This design comes from an exercise in tuning for small area, a short achievable clock period and few clock cycles per item on the open sky130 flow, not from production work.
Function was checked by simulation only, so behaviour that the tests miss may differ from the original.

==> flow/design.v (excerpt) <==
module RC6encryption(
	input		wire			  	inClk,
	input		wire				inReset,
	input		wire				inKeyWr,
	input		wire				inDataWr,
	input 	wire 	[127:0] 	inData,
	input		wire	[255:0] 	inKey,
	output 	wire 	[127:0] 	outData,
	output	wire				outBusy
	);
clock: 20.0 ns
lec_check: 0
cap_margin: 30
core_margin: 2
core_utilization: 55
cts_cluster_diameter: 60
cts_cluster_size: 25
slew_margin: 30
synth_hierarchical: 1
standard.sh (not shown) runs the stock make flow with config.mk's settings and CLKGATE_MAP_FILE= SYNTH_SCRIPT=/design/flow/synth_recipe.tcl, a recipe that flattens the netlist after the stock synthesis.
==> flow/flow/run.sh <==
#!/bin/bash
# The standard ORFS layout (the standard.sh: unchanged synthesis and steps)
# with two knobs the settings list does not offer:
#  - the port buffers that every input and output gets are buf_2 cells.
set -euo pipefail
bash standard.sh SETUP_SLACK_MARGIN=14.6 "BUFFER_PORTS_ARGS=-buffer_cell sky130_fd_sc_hd__buf_2" finish > standard.log 2>&1
The baseline finished clean.
Testbench counts at the start, summed over its fixed seeds: cycles 42,560, items 320.
Change:
--- a/flow/flow/run.sh
+++ b/flow/flow/run.sh
@@ -6 +6 @@
-bash standard.sh SETUP_SLACK_MARGIN=14.6 "BUFFER_PORTS_ARGS=-buffer_cell sky130_fd_sc_hd__buf_2" finish > standard.log 2>&1
+bash standard.sh SETUP_SLACK_MARGIN=14.45 "BUFFER_PORTS_ARGS=-buffer_cell sky130_fd_sc_hd__buf_2" finish > standard.log 2>&1
- GPL_ROUTABILITY_DRIVEN: not set -> 0
Die area stays the same.
Wire length falls by 3.2%.
Worst setup slack improves by 0.023 ns.
Register-to-register slack is worse by 0.07 ns.
Clock-buffer cell count came out lower by 19.
Clock skew rises by 0.051 ns.
Change:
- CORE_UTILIZATION: 55 -> 50
- GPL_ROUTABILITY_DRIVEN: 0 -> not set
What happened: Setup slack got worse by 0.035 ns; die area climbs by roughly a tenth; final area climbs slightly.
Change:
- CAP_MARGIN: 30 -> 20
- CORE_UTILIZATION: 50 -> 55
- SLEW_MARGIN: 30 -> 20
What happened: Non-clock buffer count decreases by 27; final cell count drops by 2.2%; setup slack degrades by 0.0085 ns; wire length falls by 3.6%; design area is lower by 0.41%; core utilization is higher by 5.4 points; flip-flop and latch count stays the same.
Change:
- CAP_MARGIN: 20 -> 25
- CTS_CLUSTER_DIAMETER: 60 -> 65
- CTS_CLUSTER_SIZE: 25 -> 30
- SLEW_MARGIN: 20 -> 25
Core utilization falls by 0.38 points.
Synthesized cell count does not change.
First-iteration DRC count climbs by 1.2%.
Change:
==> flow/flow/run.sh (replaced) <==
#!/bin/bash
# The standard ORFS layout (the standard.sh: unchanged synthesis and steps)
# with two knobs the settings list does not offer:
#  - the port buffers that every input and output gets are buf_1 cells.
set -euo pipefail
bash standard.sh SETUP_SLACK_MARGIN=14.45 "BUFFER_PORTS_ARGS=-buffer_cell sky130_fd_sc_hd__buf_1" finish > standard.log 2>&1
- CAP_MARGIN: 25 -> 30
- CTS_CLUSTER_DIAMETER: 65 -> 60
- CTS_CLUSTER_SIZE: 30 -> 25
- GPL_ROUTABILITY_DRIVEN: not set -> 0
- SLEW_MARGIN: 25 -> 30
The changed run completed with no timing, DRC or antenna violations.
Core utilization drops by 0.17 points.
Hold slack degrades by 0.011 ns.
Non-clock buffer count climbs by 4.

---

RC6encryption, a different RTL version from the one above (not shown whole).
Size: ~7100 cells after synthesis, about 2000 flip-flops, ~520 I/O pins, about 86000 sq um of cells after synthesis.
Settings: LEC_CHECK=0, CAP_MARGIN=30, CORE_MARGIN=2, CORE_UTILIZATION=55, CTS_CLUSTER_DIAMETER=60, CTS_CLUSTER_SIZE=25, SLEW_MARGIN=30, SYNTH_HIERARCHICAL=1; clock period 20.0 ns.
==> flow/flow/run.sh <==
#!/bin/bash
# The standard ORFS layout (the standard.sh: unchanged synthesis and steps)
# with two knobs the settings list does not offer:
#  - the port buffers that every input and output gets are buf_2 cells.
set -euo pipefail
bash standard.sh SETUP_SLACK_MARGIN=15 "BUFFER_PORTS_ARGS=-buffer_cell sky130_fd_sc_hd__buf_2" finish > standard.log 2>&1
The baseline completed with no timing, DRC or antenna violations.
Testbench counts at the start, summed over its fixed seeds: cycles 42,560, items 320.
Change:
--- a/flow/flow/run.sh
+++ b/flow/flow/run.sh
@@ -5,2 +5,2 @@
 set -euo pipefail
-bash standard.sh SETUP_SLACK_MARGIN=15 "BUFFER_PORTS_ARGS=-buffer_cell sky130_fd_sc_hd__buf_2" finish > standard.log 2>&1
+bash standard.sh SETUP_SLACK_MARGIN=14.45 "BUFFER_PORTS_ARGS=-buffer_cell sky130_fd_sc_hd__buf_2" finish > standard.log 2>&1
Effect: Die area stays the same. Count of clock-buffer cells in the layout falls by 4.
Change:
--- a/flow/flow/run.sh
+++ b/flow/flow/run.sh
@@ -5,2 +5,2 @@
 set -euo pipefail
-bash standard.sh SETUP_SLACK_MARGIN=14.45 "BUFFER_PORTS_ARGS=-buffer_cell sky130_fd_sc_hd__buf_2" finish > standard.log 2>&1
+bash standard.sh SETUP_SLACK_MARGIN=14.2 "BUFFER_PORTS_ARGS=-buffer_cell sky130_fd_sc_hd__buf_2" finish > standard.log 2>&1
Effect: Maximum frequency is lower by 2.2%; core utilization drops by 0.63 points; flip-flop and latch count stays the same; synthesized cell count stays the same; clock skew is about the same; routed wire length is lower by 1.2%.

---

RC6encryption with an RTL version that a note above also has.
Size: about 7000 cells after synthesis, roughly 2000 flip-flops, ~520 I/O pins, roughly 84000 um2 of cells after synthesis.
export LEC_CHECK = 0
export CAP_MARGIN = 30
export CORE_MARGIN = 2
export CORE_UTILIZATION = 55
export CTS_CLUSTER_DIAMETER = 60
export CTS_CLUSTER_SIZE = 25
export SLEW_MARGIN = 30
export SYNTH_HIERARCHICAL = 1
create_clock -name core_clock -period 20.0 [get_ports {inClk}]
run.sh (not shown) runs the stock make flow with config.mk's settings and CLKGATE_MAP_FILE= SYNTH_SCRIPT=/design/flow/synth_recipe.tcl, a recipe that flattens the netlist after the stock synthesis.
Stock flow here: none of the scripts above is used.
Testbench counts at the start, summed over its fixed seeds: cycles 42,560, items 320.
Rerun with:
==> flow/flow/run.sh (new file) <==
#!/bin/bash
# The standard ORFS layout (the standard.sh: unchanged synthesis and steps)
# with two knobs the settings list does not offer:
#  - the port buffers that every input and output gets are buf_2 cells.
set -euo pipefail
bash standard.sh SETUP_SLACK_MARGIN=14.45 "BUFFER_PORTS_ARGS=-buffer_cell sky130_fd_sc_hd__buf_2" finish > standard.log 2>&1
==> flow/standard.sh (new file) <==
#!/bin/bash
# synth_recipe.tcl (not shown) runs the flow's synth.tcl, then flattens the netlist and writes it again
# the make line also repeats each setting of config.mk as NAME=value (left out here)
make -C /OpenROAD-flow-scripts/flow DESIGN_CONFIG=/design/flow/config.mk WORK_HOME=/design/flow/orfs CLKGATE_MAP_FILE= SYNTH_SCRIPT=/design/flow/synth_recipe.tcl "${@:-finish}"
Settings changed: TNS_END_PERCENT set to 30.
removed: flow/run.sh
Effect:
- clock skew went up by 0.033 ns
- cell count hardly moves
- non-clock buffer count rises by 35
- area after synthesis is unchanged
- worst setup slack gains 1.1 ns
- hold slack gets worse by 0.064 ns
- cell area shrinks by 2.0%
- global-route usage climbs by 0.36 points
- critical path depth went down by 4

---

== v6 ==
RC6encryption with an RTL version that a note above also has.
For scale: roughly 7100 cells after synthesis, about 2000 flip-flops, roughly 520 I/O pins, about 86000 µm² of cells after synthesis.
==> flow/design.v (excerpt) <==
module RC6encryption(
	input		wire			  	inClk,
	input		wire				inReset,
	input		wire				inKeyWr,
	input		wire				inDataWr,
	input 	wire 	[127:0] 	inData,
	input		wire	[255:0] 	inKey,
	output 	wire 	[127:0] 	outData,
	output	wire				outBusy
	);
export LEC_CHECK = 0
export CAP_MARGIN = 30
export CORE_MARGIN = 2
export CORE_UTILIZATION = 40
export SLEW_MARGIN = 30
export SYNTH_HIERARCHICAL = 1
create_clock -name core_clock -period 20.0 [get_ports {inClk}]
standard.sh (not shown) runs the stock make flow with config.mk's settings and CLKGATE_MAP_FILE= SYNTH_SCRIPT=/design/flow/synth_recipe.tcl, a recipe that flattens the netlist after the stock synthesis.
==> flow/flow/run.sh <==
#!/bin/bash
# The standard ORFS layout (the standard.sh: unchanged synthesis and steps)
# with two knobs the settings list does not offer:
#  - the port buffers that every input and output gets are buf_2 cells.
set -euo pipefail
bash standard.sh SETUP_SLACK_MARGIN=15 "BUFFER_PORTS_ARGS=-buffer_cell sky130_fd_sc_hd__buf_2" finish > standard.log 2>&1
v6: PASS, flow complete, no timing, DRC or antenna violations
Testbench counts of v6, summed over its fixed seeds: cycles 42,560, items 320.
> inputs changed (v6 -> v7)
Settings: an added CTS_CLUSTER_SIZE of 25; an added CTS_CLUSTER_DIAMETER of 60.
Results
- v7 completed; timing, DRC and antenna clean
- From v6 to v7 the numbers moved as follows: final cell count shrank by 1.2%.
- The fraction of area in multi-input gates in v7 sits 0.61 points above the value recorded for v6.
- Setup WNS v6 -> v7: better
- Routed wire length on met2 for v7: about 1.2% down relative to v6
- Relative to v6, number of setup buffers added after CTS has increased by 24 in v7.
- Looking at first-iteration DRC count, v7 sits 195 lower than v6 does.
- On global-route wire length before repair, v6 loses to v7.
- Via total after detailed routing was higher in v6 than in v7.

[what the ideal ports hide]
The flow's constraints put no driver on any port. The routed layouts listed below were extracted and timed again, unchanged, in two steps.
Step 1 sets driving cells, clkbuf_16 on the clock port and buf_2 on the other inputs (assumed; they add their load-dependent delay and slew).
Step 2 times the ports against the registers' clock, not the clock port: input delays grow and output delays shrink by t, the midpoint of the rising clock arrivals with the driver on.
Slacks: ideal / step 1 / step 2; pairs: ideal / step 1.
run | t (ns) | setup WS [ns] | hold WS [ns] | slew at the worst register clock pin (ns) | cell pins on the clock port's net
the first run of note 1 | 0.875 | 14.454 / 14.367 / 13.890 | 0.316 / 0.316 / 0.316 | 0.10 / 0.10 | 1
the second run of note 1 | 0.861 | 14.477 / 14.390 / 13.840 | 0.276 / 0.276 / 0.276 | 0.10 / 0.10 | 1
the third run of note 1 | 0.879 | 14.442 / 14.361 / 13.769 | 0.305 / 0.305 / 0.305 | 0.10 / 0.10 | 1
the fourth run of note 1 | 0.867 | 14.434 / 14.353 / 13.726 | 0.311 / 0.311 / 0.311 | 0.10 / 0.10 | 1
the fifth run of note 1 | 0.833 | 14.468 / 14.385 / 13.812 | 0.305 / 0.305 / 0.305 | 0.11 / 0.11 | 1
the sixth run of note 1 | 0.851 | 14.401 / 14.316 / 13.882 | 0.293 / 0.293 / 0.293 | 0.09 / 0.09 | 1
the first run of note 2 | 0.882 | 14.409 / 14.323 / 14.464 | 0.306 / 0.306 / 0.306 | 0.10 / 0.10 | 1
the second run of note 2 | 0.887 | 14.380 / 14.290 / 14.453 | 0.310 / 0.310 / 0.310 | 0.10 / 0.10 | 1
the third run of note 2 | 0.896 | 14.252 / 14.159 / 14.252 | 0.312 / 0.312 / 0.312 | 0.10 / 0.10 | 1
the first run of note 3 | 0.858 | 13.249 / 13.301 / 12.444 | 0.308 / 0.308 / 0.308 | 0.10 / 0.10 | 1
the second run of note 3 | 0.840 | 14.314 / 14.232 / 13.739 | 0.244 / 0.244 / 0.244 | 0.10 / 0.10 | 1
v6 | 0.949 | 14.337 / 14.248 / 14.716 | 0.236 / 0.236 / 0.236 | 0.07 / 0.07 | 1
v7 | 0.920 | 14.365 / 14.275 / 14.747 | 0.305 / 0.305 / 0.305 | 0.10 / 0.10 | 1
After both steps every run listed still meets setup and hold. The setup slack of the first run of note 3, which loses most, moves by +0.052 ns with the drivers and by -0.805 ns with both steps.
